Background: an optimization exercise with open tools, aiming at small area, a short achievable clock period and few clock cycles. Do not read the settings as production practice. The RTL was checked by simulation tests, not by an equivalence proof against the original design. Power figures rest on the tool's default switching activity, not on a simulated workload.

==> flow/design.v (outline; a module is shown in full before it is edited, if it fits) <==
// module qr_scale_lane: 23 lines
// module qr_mul_cs: 777 lines
// module qr_booth_enc: 12 lines
// module qr_isr_lut: 263 lines
// module qr_csa_acc: 706 lines
// module qr_mgs_core: 336 lines
module qr_mgs_core #
(
    parameter NUM_MAC    = 4,
    parameter DW         = 24,
    parameter DOT_W      = 56,
    parameter COL_W      = 8,
    parameter I_W        = 4,
    parameter M_W        = 6,
    parameter ROW_N      = 4,
    parameter ADDR_W_PHI = 12,
    parameter ADDR_W_Q   = 12,
    parameter ADDR_W_R   = 12,
    parameter FW_DATA    = 13,
    parameter FW_ISR     = 22
)
(
    input  wire                    clk,
    input  wire                    rst_n,
    input  wire                    start_core,
    input  wire [COL_W-1:0]        lambda_i,
    input  wire [I_W-1:0]          current_i,
    input  wire [M_W-1:0]          M_rows_in,
    output reg  [ADDR_W_PHI-1:0]   phi_addr,
    input  wire [(NUM_MAC*DW)-1:0] phi_data,
    output reg  [ADDR_W_R-1:0]     r_addr_a,
    output reg                     r_we_a,
    output reg  [DW-1:0]           r_din_a,
    output reg  [ADDR_W_Q-1:0]     q_addr_a,
    output reg                     q_we_a,
    output wire [(NUM_MAC*DW)-1:0] q_din_a,
    output reg  [ADDR_W_Q-1:0]     q_addr_b,
    input  wire [(NUM_MAC*DW)-1:0] q_dout_b,
    output reg  [M_W-1:0]          res_addr_a,
    output reg                     res_we_a,
    output wire [(NUM_MAC*DW)-1:0] res_din_a,
    output reg  [M_W-1:0]          res_addr_b,
    input  wire [(NUM_MAC*DW)-1:0] res_dout_b,
    output reg                     core_done
);
  // ...
==> flow/flow/run.sh <==
#!/bin/bash
# Standard layout with two changes: the port buffers are sky130_fd_sc_hd__buf_2 instead of the
# weakest buffer the resizer would pick, and after placement the flip-flops that drive output
# ports get the 4x drive strength of their cell. Each step's output goes to a log file of its own.
set -euo pipefail
export BUFFER_PORTS_ARGS="-buffer_cell sky130_fd_sc_hd__buf_2"
bash standard.sh synth > synth.log 2>&1
bash standard.sh place > place.log 2>&1
RESULTS=orfs/results/sky130hd/qr_mgs_core/base openroad -no_init -exit flow/upsize.tcl > upsize.log 2>&1
bash standard.sh > layout.log 2>&1
==> flow/flow/upsize.tcl <==
# Upsize the flip-flops that drive output ports (through their port buffers) to the 4x drive
# strength of the same cell, then legalize the placement again.
read_liberty $::env(FLOW_HOME)/platforms/sky130hd/lib/sky130_fd_sc_hd__tt_025C_1v80.lib
set res $::env(RESULTS)
read_db $res/3_place.odb
set block [ord::get_db_block]
set n 0
foreach bterm [$block getBTerms] {
  if {[$bterm getIoType] != "OUTPUT"} continue
  set net [$bterm getNet]
  if {$net == "NULL"} continue
  set buf ""
  foreach it [$net getITerms] { if {[$it isOutputSignal]} { set buf [$it getInst] } }
  if {$buf == ""} continue
  set in_net ""
  foreach it [$buf getITerms] { if {[$it isInputSignal] && [$it getNet] != "NULL"} { set in_net [$it getNet] } }
  if {$in_net == "" || [$in_net getSigType] != "SIGNAL"} continue
  foreach it [$in_net getITerms] {
    if {![$it isOutputSignal]} continue
    set drv [$it getInst]
    set m [[$drv getMaster] getName]
    if {[regexp {^(sky130_fd_sc_hd__(dfxtp|dfrtp))_[12]$} $m -> base]} {
      replace_cell [$drv getName] ${base}_4
      incr n
    }
  }
}
puts "upsized $n flip-flops that drive outputs"
detailed_placement
check_placement -verbose
write_db $res/3_place.odb
==> flow/standard.sh <==
#!/bin/bash
# synth_recipe.tcl (not shown) runs the flow's synth.tcl, then flattens the netlist and writes it again
# the make line also repeats each setting of config.mk as NAME=value (left out here)
make -C /OpenROAD-flow-scripts/flow DESIGN_CONFIG=/design/flow/config.mk WORK_HOME=/design/flow/orfs CLKGATE_MAP_FILE= SYNTH_SCRIPT=/design/flow/synth_recipe.tcl "${@:-finish}"
==> flow/config.mk <==
export PLATFORM = sky130hd
export DESIGN_NAME = qr_mgs_core
export DESIGN_NICKNAME = qr_mgs_core
export VERILOG_FILES = /design/flow/design.v
export SDC_FILE = /design/flow/constraint.sdc
export NUM_CORES = 8
export LEC_CHECK = 0
export CAP_MARGIN = 20
export CELL_PAD_IN_SITES_DETAIL_PLACEMENT = 1
export CORE_MARGIN = 2
export CORE_UTILIZATION = 40
export CTS_CLUSTER_DIAMETER = 100
export CTS_CLUSTER_SIZE = 20
export PLACE_DENSITY = 0.45
export SLEW_MARGIN = 20
export SYNTH_MEMORY_MAX_BITS = 8192
==> flow/constraint.sdc <==
create_clock -name core_clock -period 25.0 [get_ports {clk}]
set_input_delay 5.0000 -clock core_clock [delete_from_list [all_inputs] [get_ports {clk}]]
set_output_delay 5.0000 -clock core_clock [all_outputs]
set_load 0.01 [all_outputs]
==> run summary, run 1 <==
Outcome
The run finished with no timing, DRC or antenna violations.

GRT
The global route total overflow is 0. The initial antenna violation count is 83. The number of global-route vias before repair is 118421. The first-pass GRT wire length is 924000 um. The total track usage is 40.0%.

Pwr
The dominant power group in this design is combinational logic. The cell internal power dissipation is 10.0 mW. Combinational logic is responsible for 73.8% of the overall power.

For this design the ratio of total power to cell area is 160 mW/mm^2. The power in combinational cells is 16.3 mW.

Drt
The total via count after detailed routing is 115221.

Worst setup path
The kind of start point of the critical path is a flip-flop. The reg-to-reg setup timing slack is 18220 ps. On the critical path, the stage with the largest delay is an instance of sky130_fd_sc_hd__xnor2_1. The highest fanout seen on the critical path is 4.

Finish
The layout cell share with drive strength beyond 1 is 13.0%. Once layout is done, the placed cells without fillers occupy 0.139 sq mm. The non-filler instance count after layout is 18162.

The post-route core utilization is 44.0%. Counting the inverters off the clock network in the layout gives 1541. Summing all multi-input logic gate instances after layout gives 0.0866 sq mm. The synthesis-to-finish area growth is 9.48%. Among all cell classes, the greatest summed area belongs to multi-input combinational cells.

Yosys
The flip-flop cell with the highest count after synthesis is sky130_fd_sc_hd__dfxtp_1. The area fraction of the dominant cell type after synthesis is 18.2%. In the synthesized netlist, the cells that appear most often are sky130_fd_sc_hd__inv_1 (1512), sky130_fd_sc_hd__xnor2_1 (1296), sky130_fd_sc_hd__fa_1 (1150). Synthesis instantiated 101 different standard cells from the library.

The per-instance average area after synthesis is 9.15 sq um.

STA
Once routing completed, OpenROAD measured the worst setup slack at 18220 ps. The worst-case clock skew is 77.1 ps. Based on the critical path, the design can be clocked at up to 147 MHz.

The worst slew slack as a fraction of its limit is 9.79%. Setup total negative slack on the finished layout was measured at 0 ps.

Job
Across the run, the number of max-cap violations was 0.

Placed design
Timing analysis after detailed placement gives a worst setup slack of 17560 ps. Detailed placement finished with a half-perimeter wire length of 501000 um.

Floorplan
The initial utilization of the core area, before any placement, comes to 40.2%.

Worst hold path
The tightest min-delay check is of the flip-flop to flip-flop type.
Testbench counts, summed over its fixed seeds: cycles 98,802.
==> run 2: changes to the inputs <==
--- a/flow/config.mk
+++ b/flow/config.mk
@@ -11,6 +11,6 @@
 export CORE_UTILIZATION = 40
 export CTS_CLUSTER_DIAMETER = 100
 export CTS_CLUSTER_SIZE = 20
-export PLACE_DENSITY = 0.45
+export PLACE_DENSITY = 0.52
 export SLEW_MARGIN = 20
 export SYNTH_MEMORY_MAX_BITS = 8192
==> run 2 against run 1 <==
Compared with the run above: synthesized cell count is the same; die area is the same; sequential power is essentially flat; critical path type is now flip-flop to output pin.
==> run summary, run 2 <==
Placed design
The estimated wirelength of the detail-placed design is 463000 um (-7.6%). Counting tap cells, the placed design contains a total of 17913 instances. The congestion estimate from routability-driven global placement came to 1.04.

Summing all placed instances gives a cell area of 0.134 sq mm. Input and output buffers added on the ports amount to 572.

Finish
The register with the most flip-flops in the layout has 188 of them. The combined area of the multi-input logic cells is 0.0864 sq mm (-0.28%). The most common cell after layout, fill and taps aside is sky130_fd_sc_hd__inv_1.

The final instance area is 0.139 sq mm (about the same). The footprint of the flip-flops and latches is 0.0316 sq mm. The library cells used most frequently in the layout, excluding fill and tap cells, are sky130_fd_sc_hd__inv_1 (1512), sky130_fd_sc_hd__xnor2_1 (1292), sky130_fd_sc_hd__fa_1 (1150). More flip-flops sit in one register than any other, and that register is cs_s. The largest registers in the layout are cs_s: 188 flops, cs_c: 184 flops. The post-route core utilization came to 44.0% (about the same). The number of nets in the final layout is 16143.

The synthesis-to-finish area growth was 9.39% (about the same). Counting the fill cells in the layout gives 36206. The layout cell share with drive strength beyond 1 is 12.8% (-0.24 points).

The non-filler instance count after layout is 18164 (+0.011%).

Drt
The final routed wirelength across all metal layers is 617000 um. The total via count after detailed routing came to 114428 (-0.69%). The detail route stage leaves a number of antenna-violating nets equal to 0. In the routed design, unresolved DRC markers number 0. The first routing iteration left 15105 violations. In the routed layout, each cell is associated on average with a via count of 6.30. The final routed wire length divided by cell count is 34.0 um. The first-pass iteration count of the detailed router is 12.

STA
Setup repair after global routing left no endpoint under its margin. The total setup violations reported at the end of the flow is 0. The share of the clock period used by the worst path after layout is 26.3%. The worst slew slack as a fraction of its limit is 10.7% (+0.94 points).

The count of final hold-check violations is 0. The worst path in the final design needs a cycle of 6580 ps, including I/O delays and setup. The worst-case clock skew came to 96.9 ps (+19.8 ps). The final setup TNS is 0 ps (unchanged).

The actual slew at the worst max-slew pin is 1330 ps. The max-slew violation total from the final report is 0. The maximum operating frequency was 152 MHz (+3.0%).

Clocking
The level count of the clock H-tree is 3. Counting the buffers created by CTS gives 105. Hold repair after CTS inserted 0 buffers. For the worst-skew pair, the clock arrives at the later sink with an insertion delay of 930 ps. After clock tree synthesis, the clock-pin slew on the worst setup and hold paths is 100 ps. The clock passes through at most 4 buffers. The TritonCTS clock tree is done.

The library cell used as clock root buffer is sky130_fd_sc_hd__clkbuf_16. The buffer count from post-CTS setup fixing is 0. The number of sinks driven by the clock tree is 1362.

The count of cells resized by post-cts repair is 0.

Yosys
The total number of yosys warnings is 2. The portion of synthesized area spent on multiplexers is 2.69%. The sequential area share after synthesis is 24.1%. The fraction of the mapped netlist area in compound gates is 19.1%. The number of flops mapped to enable cells by yosys is 261.

The per-instance average area after synthesis came to 9.15 sq um (unchanged). The proportion of synthesized flip-flops having asynchronous set or reset is 9.77%. The post-synthesis cell type with the largest combined area is sky130_fd_sc_hd__fa_1. After synthesis, the cell types taking the most area are sky130_fd_sc_hd__fa_1 (18%), sky130_fd_sc_hd__dfxtp_1 (15%), sky130_fd_sc_hd__xnor2_1 (9.0%). Counting flops and latches in the post-synthesis netlist gives 1362. Of the total synthesized cell area, the portion taken by AND, OR, NAND and NOR gates is 9.14%. The largest family of logic cells by synthesized area is adder cells. The commonest cells after synthesis are sky130_fd_sc_hd__inv_1 (1512), sky130_fd_sc_hd__xnor2_1 (1296), sky130_fd_sc_hd__fa_1 (1150).

The area fraction of the dominant cell type after synthesis is 18.2% (unchanged). In the synthesized netlist the dominant register cell turns out to be sky130_fd_sc_hd__dfxtp_1. Synthesis handed over a netlist of 13854 instances. The post-synthesis cell area is 0.127 sq mm. The most instantiated library cell after synthesis is sky130_fd_sc_hd__inv_1. After Yosys synthesis, full adders, half adders and majority gates account for 26.2% of the synthesized area. The synthesized netlist devotes 10.8% of its cell area to XOR and XNOR gates. The number of library cell types mapped by synthesis is 101 (unchanged).

GRT
The initial antenna violation count was 90 (+8.4%). The first-pass GRT wire length is 869000 um (-6.0%). The number of global-route vias before repair was 114778 (-3.1%). Entering global routing, the biggest net connects 70 pins.

The global route total overflow was 0 (unchanged). The total track usage was 37.4% (-2.6 points).

Worst setup path
The reg-to-reg setup timing slack is 18590 ps (+370 ps). The kind of start point of the critical path is a flip-flop. The highest fanout seen on the critical path was 2 (-2). The largest individual stage delay along the critical path comes from the cell sky130_fd_sc_hd__dfrtp_4. The element type at the critical path end is an output pin. On the worst path, the slowest cell contributes a delay of 490 ps.

The number of buffers and inverters on the critical path is 1. The gate family responsible for the most delay along the worst path is flip-flops. The required time of the critical path is 20000 ps. The critical path class is flip-flop to output pin. STA puts the critical path data arrival time at 1580 ps. Traced cell by cell, the critical path runs through buf_2.

Job
The number of maximum-capacitance constraint violations came to 0 (unchanged).

Pwr
The power density of the placed cells is 154 mW/mm^2 (-3.8%). Summed over all cells, the static leakage comes to 57.5 nW. The peak supply drop is 0.166 mV. The total power after layout is 21.3 mW.

Floorplan
The number of ports placed on the die boundary is 589. The floorplan step defined a die boundary enclosing 0.321 sq mm. In this run the standard cell core region covers 0.315 sq mm.

In this run the vertical extent of the chip is 567 um. From left edge to right edge, the die measures 567 um. The number of standard-cell rows in the floorplan is 206. The initial core utilization is 40.2% (unchanged).

Outcome
The run finished with no timing, DRC or antenna violations.

Worst hold path
The worst hold path belongs to the class flip-flop to flip-flop.
[run 2: cell count changes in the layout (fill, tap and decap cells not counted), sizes merged]
cell	before	now
clkinv	21	15
diode	47	51
clkbuf	139	151
inv	1564	1567
buf	996	985
[run 2: cell type report]
class | count | share of cell area [%]
multi-input combinational | 9869 | 62.3
inverter | 1541 | 4.17
clock inverter | 45 | 0.459
antenna | 51 | 0.0921
sequential | 1362 | 22.8
tap | 4160 | 3.75
timing repair buffer | 988 | 4.33
clock buffer | 148 | 2.10
[run 2: cell families after synthesis]
| logic type | after synthesis |
|---|---|
| other cells | 1 |
| mux | 318 |
| xor+xnor | 1559 |
| flops | 1362 |
| simple gates | 2450 |
| fa+ha+maj | 1967 |
| compound gates | 3559 |
| buf+inv | 2638 |
[run 2: report_power, final]
| part | total [mW] | switching [mW] | internal (mW) |
|---|---|---|---|
| registers | 3.93 | 0.415 | 3.52 |
| clock network | 1.88 | 1.00 | 0.883 |
| logic | 15.5 | 9.93 | 5.54 |
[run 2: metal layers]
layer | up-vias | part of all wire [%] | global-route usage [%]
met5 | - | 0.066 | 0
met1 | 58439 | 39 | 48.6
met3 | 1518 | 12 | 11.1
met2 | 7024 | 42 | 54.5
met4 | 62 | 7.0 | 22.9
li1 | 47385 | - | -
[run 2: worst register-to-register path, stage by stage, from the launching register on]
cell                       delay (ps)
sky130_fd_sc_hd__edfxtp_1         610
sky130_fd_sc_hd__nor4_1           360
sky130_fd_sc_hd__nand4_1          540
sky130_fd_sc_hd__or2_2            510
sky130_fd_sc_hd__buf_4            270
sky130_fd_sc_hd__nor2_2           230
sky130_fd_sc_hd__buf_4            290
sky130_fd_sc_hd__inv_1            280
sky130_fd_sc_hd__ha_1             370
sky130_fd_sc_hd__buf_4            270
sky130_fd_sc_hd__nand2_1          480
sky130_fd_sc_hd__a21oi_1          240
sky130_fd_sc_hd__nor2_1           230
sky130_fd_sc_hd__a21oi_1           90
sky130_fd_sc_hd__o32ai_1          830
sky130_fd_sc_hd__a31oi_1          400
[run 2: final timing paths]
kind	startpoint	endpoint	depth (start not counted)
max	r_din_a[8]$_DFFE_PN0P_	r_din_a[8]	1
min	s1_done$_DFF_PN0_	s2_done$_DFF_PN0_	0
max reg2reg	ureg[44]$_DFFE_PP_	y0reg[9]$_DFFE_PP_	15
min reg2reg	s1_done$_DFF_PN0_	s2_done$_DFF_PN0_	0
max in group asynchronous	rst_n	q_addr_a[4]$_DFF_PN0_	2
min in group asynchronous	rst_n	r_addr_a[6]$_DFFE_PN0P_	1
[run 2: through the flow]
stage                     setup WS (ps)  hold WS [ps]
after floorplan                   18220           310
after global placement            17690           310
after detailed placement          17680           313
after CTS                         18380           293
after global routing              18390           296
final                             18420           283
==> run 3: changes to the inputs <==
--- a/flow/config.mk
+++ b/flow/config.mk
@@ -11,6 +11,6 @@
 export CORE_UTILIZATION = 40
 export CTS_CLUSTER_DIAMETER = 100
 export CTS_CLUSTER_SIZE = 20
-export PLACE_DENSITY = 0.52
+export PLACE_DENSITY = 0.72
 export SLEW_MARGIN = 20
 export SYNTH_MEMORY_MAX_BITS = 8192
==> run 3 against run 2 <==
Compared with the run above: hold slack better by 47 ps; critical path depth is 21 higher; sequential power is essentially flat; clock power barely moved; register-to-register slack lost 290 ps; critical endpoint is now rd[95]$_DFF_P_.
==> run summary, run 3 <==
Outcome
The flow ran to the end and the layout has no timing, DRC or antenna violations.

Worst setup path
In this run the critical register-to-register path is captured at rd[95]$_DFF_P_. The number of logic stages on the critical path including buffering is 22 (+21). The highest fanout seen on the critical path is 5 (+3). The kind of start point of the critical path is a flip-flop. The number of buffers and inverters on the critical path is 1 (unchanged). The cell family contributing the most delay on the critical path is compound AO/OA/AOI/OAI gates.

The critical path's largest stage delay is 920 ps (+430 ps). The cell that appears most often on the critical path is sky130_fd_sc_hd__a21oi_1. The reg-to-reg setup timing slack is 18300 ps (-290 ps). The worst setup path is of the flip-flop to flip-flop kind.

Walking the worst path, the cells encountered are ha_1 > a31o_2 > a21oi_1 > o21ai_2 > o21a_1 > ha_1 > inv_1 > a21oi_1 > o21ai_0 > a21oi_1 > o21bai_1 > a21boi_0 > o21ai_0 > a221oi_1 > a211oi_1 > o311ai_0 > nand2b_1 > a21oi_1 > xnor2_1 > mux2i_1 > xor2_1 > o221ai_1. The required time of the critical path is 25790 ps (+5790 ps). The depth of the worst register-to-register path was 22 (+7). The cell with the biggest individual delay on the critical path is sky130_fd_sc_hd__a221oi_1. The signal arrival time at the worst endpoint is 7490 ps (+5910 ps). The origin of the critical flop-to-flop path is cs_s[146]$_DFF_P_. The worst setup path is captured at a flip-flop.

Yosys
The post-synthesis cell type with the largest combined area is sky130_fd_sc_hd__fa_1. The largest family of logic cells by synthesized area is adder cells. The fraction of the mapped netlist area in compound gates is 19.1% (unchanged). The most instantiated library cell after synthesis is sky130_fd_sc_hd__inv_1. The synthesis-stage register bit count is 1362 (unchanged). The xor/xnor share of the synthesized area came to 10.8% (unchanged).

The area fraction in and, or, nand and nor cells after synthesis was 9.14% (unchanged). The post-synthesis cell area is 0.127 sq mm (unchanged). The number of flops mapped to enable cells by yosys came to 261 (unchanged).

The portion of netlist area occupied by mux cells is 2.69% (unchanged). The per-instance average area after synthesis is 9.15 sq um (unchanged). The area fraction of the dominant cell type after synthesis was 18.2% (unchanged). Ranked by total cell area, the synthesized netlist is headed by sky130_fd_sc_hd__fa_1 (18%), sky130_fd_sc_hd__dfxtp_1 (15%), sky130_fd_sc_hd__xnor2_1 (9.0%). Counting instances in the post-synthesis netlist gives the leading cell types as sky130_fd_sc_hd__inv_1 (1512), sky130_fd_sc_hd__xnor2_1 (1296), sky130_fd_sc_hd__fa_1 (1150).

The synthesized instance count is 13854 (unchanged). The total number of yosys warnings is 2 (unchanged). The synthesized-area fraction occupied by adder cells is 26.2% (unchanged).

The sequential area share after synthesis was 24.1% (unchanged). The flip-flop cell with the highest count after synthesis is sky130_fd_sc_hd__dfxtp_1. The number of library cell types mapped by synthesis was 101 (unchanged). The proportion of synthesized flip-flops having asynchronous set or reset is 9.77% (unchanged).

STA
The max-slew violation total from the final report is 0 (unchanged). The worst slew slack as a fraction of its limit is 6.66% (-4.1 points). The share of the clock period used by the worst path after layout is 26.8% (+0.49 points).

Setup repair after global routing left no endpoint under its margin. The actual slew at the worst max-slew pin is 1400 ps (+66.2 ps). The worst-case hold slack is 330 ps (+47.0 ps). The worst-case clock skew came to 117 ps (+20.4 ps). The final period demand of the worst path is 6700 ps (+122 ps).

The maximum operating frequency is 149 MHz (-1.8%). The total setup violations reported at the end of the flow was 0 (unchanged). The count of final hold-check violations was 0 (unchanged). The final setup TNS is 0 ps (unchanged).

Pwr
The proportion of power drawn by flip-flops and latches came to 18.1% (-0.4 points). The leakage power summed over all cells came to 57.3 nW (-0.40%). The switching power as a share of total power was 54.2% (+0.87 points).

The peak supply drop is 0.186 mV (+12%). The total power after layout is 21.8 mW (+2.5%). The switching power summed over all nets is 11.8 mW (+4.2%). The cell internal power dissipation is 10.0 mW (+0.62%). The proportion of power drawn by the clock network is 8.5% (-0.3 points). The part of the total power dissipated in combinational logic came to 73.4% (+0.7 points). The power density of the placed cells is 158 mW/mm^2 (+2.7%).

Drt
The first-pass iteration count of the detailed router is 14 (+2). The number of vias per cell is 6.65 (+5.5%). The final routed wirelength across all metal layers is 633000 um (+2.6%). The number of design-rule violations left by the first detailed-router iteration is 18257 (+21%).

The residual antenna-violating net count after detailed routing came to 0 (unchanged). The total via count after detailed routing was 120665 (+5.5%). The final routed wire length divided by cell count is 34.9 um (+2.6%). The post-detailed-route DRC marker count is 0 (unchanged).

Floorplan
The horizontal die dimension came to 567 um (unchanged). The core area is 0.315 sq mm (unchanged). The number of ports placed on the die boundary was 589 (unchanged). The number of standard-cell rows in the floorplan is 206 (unchanged). The initial core utilization is 40.2% (unchanged).

The total die area is 0.321 sq mm (unchanged). The die outline height is 567 um (unchanged).

GRT
The number of global-route vias before repair is 123700 (+7.8%). The maximum number of pins on one net before global-route repair came to 79 (+13%). The global route total overflow came to 0 (unchanged). The initial antenna violation count is 122 (+36%). The total track usage is 38.0% (+0.60 points).

The first-pass GRT wire length is 894000 um (+2.9%).

Clocking
The clock latency on the worst-skew pair is 940 ps (about the same). The level count of the clock H-tree is 3 (unchanged). The count of cells resized by post-cts repair is 0 (unchanged). TritonCTS built the clock tree. The number of sinks driven by the clock tree came to 1362 (unchanged).

The TritonCTS buffer count was 104 (-0.95%). The hold buffer count at CTS is 0 (unchanged). The library cell used as clock root buffer is sky130_fd_sc_hd__clkbuf_16. The clock-pin slew reported for the worst setup and hold paths after clock tree synthesis was 90 ps (about the same). The buffer count from post-CTS setup fixing was 0 (unchanged). The buffer levels on the longest clock path is 4 (unchanged).

Worst hold path
The startpoint of the most critical hold path is br1[73]$_DFF_P_. The hold path depth is 0 (unchanged). The endpoint with the worst hold slack is br2[73]$_DFF_P_. The type of the tightest min-delay check is flip-flop to flip-flop.

Finish
The largest registers in the layout are cs_s: 188 flops, cs_c: 184 flops. In the layout the commonest cells are sky130_fd_sc_hd__inv_1 (1512), sky130_fd_sc_hd__xnor2_1 (1289), sky130_fd_sc_hd__fa_1 (1150). The number of inserted filler cells in the final layout is 36195 (-0.030%). The post-route core utilization is 43.9% (-0.084 points). The number of flip-flops under the largest register name is 188 (unchanged). The combined area of the multi-input logic cells is 0.0864 sq mm (about the same). The library cell used most frequently in the layout, excluding fill and tap cells, is sky130_fd_sc_hd__inv_1. The register with the most flip-flops is cs_s. The number of nets in the final layout came to 16107 (-0.22%). The footprint of the flip-flops and latches is 0.0316 sq mm (about the same).

The layout cell share with drive strength beyond 1 is 12.5% (-0.26 points). The area growth from synthesis to layout is 9.18%.

Job
The number of maximum-capacitance constraint violations is 0 (unchanged).

Placed design
The number of buffers inserted by port buffering was 572 (unchanged). The routability-driven placement congestion ratio is 1.05 (+0.99%). The estimated wirelength of the detail-placed design came to 469000 um (+1.4%).
==> run 3: cell counts after synthesis <==
No cell type changed its count.
==> run 3: per-layer routing <==
metal	global-route usage, %	part of all wire [%]	vias up
li1	-	-	47367
met1	44.0	34	59778
met4	29.1	9.3	86
met2	54.7	41	10404
met5	1.23	0.092	-
met3	17.0	15	3030
==> run 3: worst register-to-register path: cells and delay by family, from the launching register on <==
| family | cells | cell delay [ps] |
|---|---|---|
| AOI/OAI and AO/OA | 15 | 4540 |
| muxes | 1 | 710 |
| adders and majority gates | 2 | 580 |
| xor gates and xnor gates | 2 | 320 |
| DFF | 1 | 310 |
| and+or+nand+nor | 1 | 120 |
| buffers and inverters | 1 | 50 |
==> run 3: how the worst max path moves through the flow <==
| stage | start | to | slack [ps] |
|---|---|---|---|
| after global routing | cs_s[146]$_DFF_P_ | rd[95]$_DFF_P_ | 17960 |
| after floorplan | start_core | a_val$_DFF_PN0_ | 18220 |
| after detailed placement | start_core | a_val$_DFF_PN0_ | 17710 |
| after global placement | start_core | a_val$_DFF_PN0_ | 17660 |
| final | cs_s[146]$_DFF_P_ | rd[95]$_DFF_P_ | 18300 |
| after CTS | r_we_a$_DFF_PN0_ | r_we_a | 18390 |
==> run 3: per-stage QoR <==
step           instance area, sq um  setup WS (ps)  std cells
5_1_grt                      138000          17960      18099
2_1_floorplan                127000          18220      13869
6_report                     138000          18300      18154
3_5_place_dp                 134000          17710      17884
4_1_cts                      138000          18390      18072
3_3_place_gp                 134000          17660      17883
==> run 3: area by class of cell <==
cell class                      count  share of cell area, %
Clock buffer                      144                   2.04
Multi-Input combinational cell   9869                   62.5
Tap cell                         4160                   3.76
Timing Repair Buffer              953                   4.14
Sequential cell                  1362                   22.8
Inverter                         1541                   4.18
Clock inverter                     44                  0.435
Antenna cell                       81                  0.146
==> run 3: power groups by stage <==
stage	registers (mW)	clock network (mW)	logic, mW
after CTS	3.92	1.85	15.4
final	3.95	1.86	16.0
after global routing	3.96	1.92	17.3
after detailed placement	3.94	0	15.1
after global placement	3.92	0	14.2
after floorplan	3.74	0	9.35
==> run 3: cells by family (layout without fill, tap and decap cells) <==
kind of cell,Yosys count,after routing
compound gates,3559,3559
xor+xnor,1559,1559
fa+ha+maj,1967,1967
buf+inv,2638,2682
flops,1362,1362
mux,318,318
other cells,1,97
simple gates,2450,2450
==> run 4: changes to the inputs <==
--- a/flow/config.mk
+++ b/flow/config.mk
@@ -11,6 +11,6 @@
 export CORE_UTILIZATION = 40
 export CTS_CLUSTER_DIAMETER = 100
 export CTS_CLUSTER_SIZE = 20
-export PLACE_DENSITY = 0.72
+export PLACE_DENSITY = 0.6
 export SLEW_MARGIN = 20
 export SYNTH_MEMORY_MAX_BITS = 8192
==> run 4 against run 3 <==
Compared with the run above: still clean; area after synthesis did not move; register-to-register slack improved by 340 ps; first-iteration DRC count fell by 11%.
==> run summary, run 4 <==
Clocking
The hold buffer count at CTS is 0 (unchanged). The clock-pin slew reported for the worst setup and hold paths after clock tree synthesis is 100 ps (about the same). The level count of the clock H-tree was 3 (unchanged). The buffer count from post-CTS setup fixing is 0 (unchanged).

The buffer levels on the longest clock path came to 4 (unchanged). The library cell used as clock root buffer is sky130_fd_sc_hd__clkbuf_16. The TritonCTS clock tree is done. The TritonCTS buffer count came to 100 (-3.8%).

The clock latency on the worst-skew pair is 930 ps (about the same). The number of sinks driven by the clock tree is 1362 (unchanged). The count of cells resized by post-cts repair is 0 (unchanged).

Floorplan
The number of ports placed on the die boundary is 589 (unchanged). The horizontal die dimension was 567 um (unchanged). The initial core utilization is 40.2% (unchanged).

The die outline height is 567 um (unchanged). The core area came to 0.315 sq mm (unchanged). The number of standard-cell rows in the floorplan was 206 (unchanged). The total die area is 0.321 sq mm (unchanged).

Yosys
The area fraction of the dominant cell type after synthesis is 18.2% (unchanged). The total number of yosys warnings is 2 (unchanged). The commonest cells after synthesis are sky130_fd_sc_hd__inv_1 (1512), sky130_fd_sc_hd__xnor2_1 (1296), sky130_fd_sc_hd__fa_1 (1150). The number of library cell types mapped by synthesis is 101 (unchanged).

The synthesized instance count is 13854 (unchanged). The post-synthesis cell area is 0.127 sq mm (unchanged). The number of flops mapped to enable cells by yosys is 261 (unchanged). The per-instance average area after synthesis is 9.15 sq um (unchanged).

The proportion of synthesized flip-flops having asynchronous set or reset is 9.77% (unchanged). The most instantiated library cell after synthesis is sky130_fd_sc_hd__inv_1. The post-synthesis cell type with the largest combined area is sky130_fd_sc_hd__fa_1.

Sorting the synthesized cells by area gives the leading types as sky130_fd_sc_hd__fa_1 (18%), sky130_fd_sc_hd__dfxtp_1 (15%), sky130_fd_sc_hd__xnor2_1 (9.0%). The synthesis-stage register bit count was 1362 (unchanged). The sequential area share after synthesis is 24.1% (unchanged).

In the synthesized netlist the dominant register cell turns out to be sky130_fd_sc_hd__dfxtp_1.

Drt
The residual antenna-violating net count after detailed routing is 0 (unchanged). The post-detailed-route DRC marker count was 0 (unchanged). The number of vias per cell is 6.41 (-3.6%). The final routed wire length divided by cell count was 33.6 um (-3.6%). The final routed wirelength across all metal layers was 609000 um (-3.7%). The total via count after detailed routing came to 116134 (-3.8%). The number of design-rule violations left by the first detailed-router iteration is 16276 (-11%). The first-pass iteration count of the detailed router is 10 (-4).

Worst setup path
The required time of the critical path is 20000 ps (-5790 ps). The critical path is of the flip-flop to output pin type. STA classifies the critical path endpoint as an output pin. The critical path ends at r_din_a[0]. The depth of the worst register-to-register path is 19 (-14%). STA classifies the critical path startpoint as a flip-flop. The startpoint identified for the worst register-to-register timing path is cs_s[48]$_DFF_P_. The start point of the critical path is r_din_a[0]$_DFFE_PN0P_. The number of logic stages on the critical path including buffering is 1 (-95%).

The largest individual stage delay along the critical path comes from the cell sky130_fd_sc_hd__dfrtp_4. The reg-to-reg setup timing slack was 18640 ps (+340 ps). The signal arrival time at the worst endpoint is 1620 ps (-5870 ps). The highest fanout seen on the critical path is 2 (-3). The critical path's largest stage delay was 510 ps (-410 ps). Traced cell by cell, the critical path runs through buf_2. The number of buffers and inverters on the critical path is 1 (unchanged).

The worst register-to-register path ends at rd[26]$_DFF_P_. The gate family responsible for the most delay along the worst path is flip-flops.

STA
The worst slew slack as a fraction of its limit is 13.1% (+6.5 points). The setup slack after layout is 18380 ps (+86.6 ps). The final period demand of the worst path came to 6620 ps (-86.6 ps). The actual slew at the worst max-slew pin is 1300 ps (-94.5 ps).

The max-slew violation total from the final report is 0 (unchanged). Setup repair after global routing left no endpoint under its margin. The total setup violations reported at the end of the flow is 0 (unchanged). The maximum operating frequency is 151 MHz (+1.3%). The count of final hold-check violations is 0 (unchanged). The final setup TNS was 0 ps (unchanged).

The worst-case clock skew was 90.9 ps (-26.4 ps). The share of the clock period used by the worst path after layout is 26.5% (-0.35 points).

Placed design
The number of buffers inserted by port buffering is 572 (unchanged). The post-placement cell area is 0.134 sq mm (about the same). The routability-driven placement congestion ratio came to 1.05 (+0.80%). The pre-CTS worst setup slack came to 17690 ps (-15.9 ps). The estimated wirelength of the detail-placed design was 455000 um (-3.1%).

GRT
The initial antenna violation count was 93 (-24%). The number of global-route vias before repair is 118153 (-4.5%). The total track usage came to 36.8% (-1.2 points). The global route total overflow is 0 (unchanged). The first-pass GRT wire length came to 864000 um (-3.4%). The maximum number of pins on one net before global-route repair is 147 (+86%).

Pwr
The peak supply drop came to 0.182 mV (-2.1%). The total power after layout was 21.2 mW (-2.8%). The power density of the placed cells is 153 mW/mm^2 (-2.7%). The leakage power summed over all cells is 57.3 nW (about the same).

Finish
The final instance area is 0.138 sq mm (about the same). The number of flip-flops under the largest register name is 188 (unchanged). In the final layout, the registers with the most flip-flops are cs_s: 188 flops, cs_c: 184 flops.

The layout cell share with drive strength beyond 1 came to 12.5% (+0.021 points). Leaving out fill and tap cells, the most frequent cells in the layout are sky130_fd_sc_hd__inv_1 (1511), sky130_fd_sc_hd__xnor2_1 (1295), sky130_fd_sc_hd__fa_1 (1150). The synthesis-to-finish area growth is 9.08% (about the same). The library cell used most frequently in the layout, excluding fill and tap cells, is sky130_fd_sc_hd__inv_1. More flip-flops sit in one register than any other, and that register is cs_s. The number of nets in the final layout was 16119 (+0.075%).

Outcome
The flow ran to the end and the layout has no timing, DRC or antenna violations.

Job
The number of maximum-capacitance constraint violations came to 0 (unchanged).

Worst hold path
The min-delay analysis places its worst path in the category flip-flop to flip-flop.
[run 4: cell counts after synthesis]
No cell type changed its count.
[run 4: kinds of logic after synthesis]
kind of cell               count (synthesis)  share of synthesized area [%]
muxes                                    318                           2.69
AOI/OAI and AO/OA                       3559                           19.1
and+or+nand+nor                         2450                           9.14
adders and majority gates               1967                           26.2
xor gates and xnor gates                1559                           10.8
other                                      1                        0.00296
DFF                                     1362                           24.1
buffers and inverters                   2638                           7.97
[run 4: worst min-delay path by stage]
stage | startpoint | endpoint | slack [ps] | depth (start not counted)
4_1_cts | br1[57]$_DFF_P_ | br2[57]$_DFF_P_ | 300 | 0
6_report | br1[57]$_DFF_P_ | br2[57]$_DFF_P_ | 310 | 0
5_1_grt | br1[57]$_DFF_P_ | br2[57]$_DFF_P_ | 310 | 0
2_1_floorplan | br1[0]$_DFF_P_ | br2[0]$_DFF_P_ | 310 | 0
3_5_place_dp | br1[29]$_DFF_P_ | br2[29]$_DFF_P_ | 310 | 0
3_3_place_gp | br1[30]$_DFF_P_ | br2[30]$_DFF_P_ | 310 | 0
[run 4: through the flow]
| step | util (%) | hold WS (ps) | instances |
|---|---|---|---|
| floorplan | - | 310 | 13869 |
| global placement | 42.5 | 310 | 17898 |
| detailed placement | 42.5 | 313 | 17898 |
| CTS | 43.8 | 297 | 18079 |
| global route | 43.9 | 310 | 18107 |
| finish | 43.9 | 312 | 18131 |
[run 4: metal layers]
layer  vias to the layer above  GRT usage, %  wire, um
met5                         -             0       398
met4                        58          24.1     46500
met3                      1972          13.8     85800
met2                      8279          53.3    253000
met1                     58454          45.7    224000
li1                      47371             -         -
[run 4: power breakdown]
group	total [mW]	switching [mW]	internal, mW	leakage (nW)
Clock	1.78	0.973	0.805	1.57
Sequential	3.93	0.409	3.52	12.4
Combinational	15.5	9.99	5.51	43.3
[run 4: layout make-up]
cell class | instances | area [sq um]
Sequential cell | 1362 | 31600
Timing Repair Buffer | 969 | 5900
Antenna cell | 49 | 123
Inverter | 1541 | 5780
Clock buffer | 139 | 2700
Multi-Input combinational cell | 9869 | 86400
Clock inverter | 42 | 548
Tap cell | 4160 | 5200
Fill cell | 36189 | 177000
==> run 5: changes to the inputs <==
--- a/flow/flow/run.sh
+++ b/flow/flow/run.sh
@@ -1,7 +1,7 @@
 #!/bin/bash
 # Standard layout with two changes: the port buffers are sky130_fd_sc_hd__buf_2 instead of the
 # weakest buffer the resizer would pick, and after placement the flip-flops that drive output
-# ports get the 4x drive strength of their cell. Each step's output goes to a log file of its own.
+# ports get the 4x drive strength of their cell and move next to their port buffers. Each step's output goes to a log file of its own.
 set -euo pipefail
 export BUFFER_PORTS_ARGS="-buffer_cell sky130_fd_sc_hd__buf_2"
 bash standard.sh synth > synth.log 2>&1
--- a/flow/flow/upsize.tcl
+++ b/flow/flow/upsize.tcl
@@ -1,5 +1,5 @@
 # Upsize the flip-flops that drive output ports (through their port buffers) to the 4x drive
-# strength of the same cell, then legalize the placement again.
+# strength of the same cell and move each next to its port buffer, then legalize the placement.
 read_liberty $::env(FLOW_HOME)/platforms/sky130hd/lib/sky130_fd_sc_hd__tt_025C_1v80.lib
 set res $::env(RESULTS)
 read_db $res/3_place.odb
@@ -21,6 +21,8 @@
     set m [[$drv getMaster] getName]
     if {[regexp {^(sky130_fd_sc_hd__(dfxtp|dfrtp))_[12]$} $m -> base]} {
       replace_cell [$drv getName] ${base}_4
+      set bb [$buf getBBox]
+      $drv setLocation [$bb xMin] [$bb yMin]
       incr n
     }
   }
--- a/flow/config.mk
+++ b/flow/config.mk
@@ -11,6 +11,6 @@
 export CORE_UTILIZATION = 40
 export CTS_CLUSTER_DIAMETER = 100
 export CTS_CLUSTER_SIZE = 20
-export PLACE_DENSITY = 0.6
+export PLACE_DENSITY = 0.45
 export SLEW_MARGIN = 20
 export SYNTH_MEMORY_MAX_BITS = 8192
==> run 5 against run 4 <==
Compared with the run above: critical endpoint is now rd[68]$_DFF_P_; highest routed layer unchanged; sequential share of layout area shrank 0.12 points; still clean; combinational power grew 6%; non-clock buffer count grew 27.
==> run summary, run 5 <==
Worst setup path
The highest fanout seen on the critical path was 17 (+15). Among all stages on the critical path, the largest delay is contributed by sky130_fd_sc_hd__o31ai_1. The reg-to-reg setup timing slack is 17750 ps (-890 ps). The depth of the worst register-to-register path was 17 (-2). The most used cell along the critical path is sky130_fd_sc_hd__a211oi_1. The element type at the critical path end is a flip-flop. The signal arrival time at the worst endpoint is 7980 ps (+6360 ps).

The critical path goes through ha_1 > ha_1 > a211oi_1 > o21ai_0 > nand4b_1 > a31o_2 > a211oi_1 > o21ai_0 > and2_1 > o31ai_1 > a211oi_1 > xnor2_1 > nor2_1 > a41o_1 > nor2_1 > a211oi_1 > o31ai_1. The required time of the critical path is 25730 ps (+5730 ps). The worst setup path is of the flip-flop to flip-flop kind. The origin of the critical flop-to-flop path is cs_s[96]$_DFF_P_. In this run the critical register-to-register path is captured at rd[68]$_DFF_P_. The worst setup path is launched from a flip-flop. The critical path's largest stage delay was 960 ps (+450 ps).

Yosys
The per-instance average area after synthesis was 9.15 sq um (unchanged). By count the netlist is led by sky130_fd_sc_hd__inv_1 (1512), sky130_fd_sc_hd__xnor2_1 (1296), sky130_fd_sc_hd__fa_1 (1150). After synthesis, the cell types taking the most area are sky130_fd_sc_hd__fa_1 (18%), sky130_fd_sc_hd__dfxtp_1 (15%), sky130_fd_sc_hd__xnor2_1 (9.0%). The total number of yosys warnings is 2 (unchanged).

The number of library cell types mapped by synthesis is 101 (unchanged). Among all flip-flop cells after synthesis, the most frequent one is sky130_fd_sc_hd__dfxtp_1. The synthesis-stage register bit count came to 1362 (unchanged). The number of flops mapped to enable cells by yosys is 261 (unchanged). The most instantiated library cell after synthesis is sky130_fd_sc_hd__inv_1.

The area fraction of the dominant cell type after synthesis is 18.2% (unchanged). The sequential area share after synthesis is 24.1% (unchanged). The post-synthesis cell area came to 0.127 sq mm (unchanged). The largest total area in the synthesized netlist belongs to sky130_fd_sc_hd__fa_1. The proportion of synthesized flip-flops having asynchronous set or reset was 9.77% (unchanged). The synthesized instance count is 13854 (unchanged).

Drt
The residual antenna-violating net count after detailed routing was 0 (unchanged). The post-detailed-route DRC marker count is 0 (unchanged). The first-pass iteration count of the detailed router is 11 (+1). The number of design-rule violations left by the first detailed-router iteration is 15060 (-7.5%). The number of vias per cell is 6.34 (-0.97%). The total via count after detailed routing is 115263 (-0.75%).

The final routed wire length divided by cell count is 36.8 um (+9.5%). The final routed wirelength across all metal layers was 669000 um (+9.7%).

GRT
The total track usage is 40.5% (+3.7 points). The first-pass GRT wire length came to 934000 um (+8.2%). The number of global-route vias before repair was 118502 (+0.30%). The initial antenna violation count was 100 (+7.5%). The global route total overflow is 0 (unchanged).

The maximum number of pins on one net before global-route repair is 148 (+0.68%).

STA
Setup repair after global routing left no endpoint under its margin. The worst slew slack as a fraction of its limit is 9.15% (-4.0 points). The actual slew at the worst max-slew pin is 1350 ps (+50.1 ps). The share of the clock period used by the worst path after layout came to 29.0% (+2.5 points). The setup slack after layout is 17750 ps (-631 ps).

The worst-case clock skew is 128 ps (+37.5 ps). The max-slew violation total from the final report came to 0 (unchanged). The total setup violations reported at the end of the flow is 0 (unchanged). The maximum operating frequency was 138 MHz (-8.7%). The count of final hold-check violations is 0 (unchanged). The final setup TNS is 0 ps (unchanged). The final period demand of the worst path was 7250 ps (+631 ps).

Finish
The number of flip-flops under the largest register name is 188 (unchanged). In the layout the commonest cells are sky130_fd_sc_hd__inv_1 (1511), sky130_fd_sc_hd__xnor2_1 (1279), sky130_fd_sc_hd__fa_1 (1150). The register with the most flip-flops is cs_s. The largest registers in the layout are cs_s: 188 flops, cs_c: 184 flops.

The number of nets in the final layout is 16150 (+0.19%). The non-filler instance count after layout was 18171 (+0.22%). The most common cell after layout, fill and taps aside is sky130_fd_sc_hd__inv_1. Relative to the synthesized area, the layout overhead comes to 9.65%. The post-route core utilization is 44.1% (+0.23 points). The layout cell share with drive strength beyond 1 was 13.1% (+0.57 points).

Worst hold path
The hold path depth was 0 (unchanged). The endpoint with the worst hold slack is br2[94]$_DFF_P_. The path class of the tightest hold or removal check is flip-flop to flip-flop. In this run the most critical hold path is launched from br1[94]$_DFF_P_.

Placed design
The number of buffers inserted by port buffering is 572 (unchanged). The estimated wirelength of the detail-placed design is 501000 um (+10%). The pre-CTS worst setup slack is 17560 ps (-135 ps). The routability-driven placement congestion ratio is 1.02 (-3.4%).

The number of instances in the placed design was 17926 (+0.16%).

Floorplan
The initial core utilization is 40.2% (unchanged). The number of standard-cell rows in the floorplan came to 206 (unchanged). The number of ports placed on the die boundary is 589 (unchanged). The die outline height is 567 um (unchanged). The core area came to 0.315 sq mm (unchanged).

The total die area is 0.321 sq mm (unchanged). The horizontal die dimension was 567 um (unchanged).

Clocking
TritonCTS built the clock tree. The number of sinks driven by the clock tree is 1362 (unchanged). The buffer count from post-CTS setup fixing was 0 (unchanged).

The count of cells resized by post-cts repair is 0 (unchanged). The hold buffer count at CTS was 0 (unchanged). The clock latency on the worst-skew pair came to 980 ps (+50 ps). The TritonCTS buffer count is 104 (+4.0%). The buffer levels on the longest clock path came to 4 (unchanged).

The library cell used as clock root buffer is sky130_fd_sc_hd__clkbuf_16. The level count of the clock H-tree is 3 (unchanged). The clock-pin slew reported for the worst setup and hold paths after clock tree synthesis was 90 ps (about the same).

Job
The number of maximum-capacitance constraint violations was 0 (unchanged).

Pwr
The leakage power summed over all cells is 57.7 nW (+0.69%). The peak supply drop is 0.167 mV (-8.1%). The total power after layout was 22.3 mW (+4.9%). The power density of the placed cells is 160 mW/mm^2 (+4.4%).

Outcome
The run finished with no timing, DRC or antenna violations.
-- run 5: cell type report --
cell class / count / area [sq um]
antenna: 52 / 130
timing repair buffer: 996 / 6080
sequential: 1362 / 31600
fill: 35748 / 176000
tap: 4160 / 5200
clock buffer: 139 / 2890
clock inverter: 52 / 676
inverter: 1541 / 5780
multi-input combinational: 9869 / 86600
-- run 5: critical path: cells and delay by family (launching register included) --
kind,cells,cell delay (ps)
adders and majority gates,2,600
and+or+nand+nor,4,970
DFF,1,320
AOI/OAI and AO/OA,10,4340
xor gates and xnor gates,1,780
-- run 5: kinds of logic (layout without fill, tap and decap cells) --
family                     count (synthesis)  count (layout)  share of synthesized area (%)
AOI/OAI and AO/OA                       3559            3559                           19.1
and+or+nand+nor                         2450            2450                           9.14
other                                      1              68                        0.00296
xor gates and xnor gates                1559            1559                           10.8
adders and majority gates               1967            1967                           26.2
buffers and inverters                   2638            2728                           7.97
DFF                                     1362            1362                           24.1
muxes                                    318             318                           2.69
-- run 5: worst max path at each step --
stage	from	endpoint	depth (start not counted)
after floorplan	start_core	a_val$_DFF_PN0_	10
after global placement	start_core	a_val$_DFF_PN0_	9
after detailed placement	start_core	a_val$_DFF_PN0_	9
after CTS	cs_s[96]$_DFF_P_	rd[68]$_DFF_P_	17
after global routing	cs_s[96]$_DFF_P_	rd[68]$_DFF_P_	17
final	cs_s[96]$_DFF_P_	rd[68]$_DFF_P_	17
-- run 5: metrics by stage --
| step | hold slack [ps] | cell area (sq um) |
|---|---|---|
| after CTS | 323 | 139000 |
| final | 323 | 139000 |
| after detailed placement | 313 | 134000 |
| after global routing | 324 | 139000 |
| after floorplan | 310 | 127000 |
| after global placement | 311 | 134000 |
-- run 5: power breakdown --
group          switching (mW)  leakage, nW  internal (mW)
clock                    1.01         1.74          0.896
sequential              0.426         12.4           3.52
combinational            10.8         43.6           5.65
total                    12.2         57.7           10.1
-- run 5: metal layers --
metal	GRT usage [%]	vias to the layer above	routed length, um
met5	0	-	255
li1	-	47446	-
met1	53.6	59686	271000
met4	24.2	40	46600
met2	61.3	6645	290000
met3	7.92	1446	61400

==> port drivers added, routing unchanged <==
The flow's constraints put no driver on any port. The routed layouts listed below were extracted and timed again, unchanged, in two steps. Step 1, drivers: a clkbuf_16 drives clk and a buf_2 each remaining input, both assumed. Step 2, shift: input delay + t, output delay - t, t = (earliest + latest rising clock arrival at the registers) / 2. This alone moves slack from input paths to output paths. Slacks: ideal ports / drivers / drivers and shift; pairs: ideal ports / drivers.
run | shift t [ns] | setup slack, ns | cell pins on the clock port's net
run 1 | 1.003 | 18.217 / 18.217 / 17.631 | 1
run 2 | 0.982 | 18.417 / 18.319 / 17.685 | 1
run 3 | 1.004 | 18.296 / 18.270 / 17.616 | 1
run 4 | 0.999 | 18.382 / 18.265 / 17.737 | 1
run 5 | 1.002 | 17.751 / 17.751 / 17.591 | 1
After both steps every run listed still meets setup and hold. For run 2, which loses most, drivers alone change the setup slack by -0.098 ns; drivers and shift together by -0.732 ns.
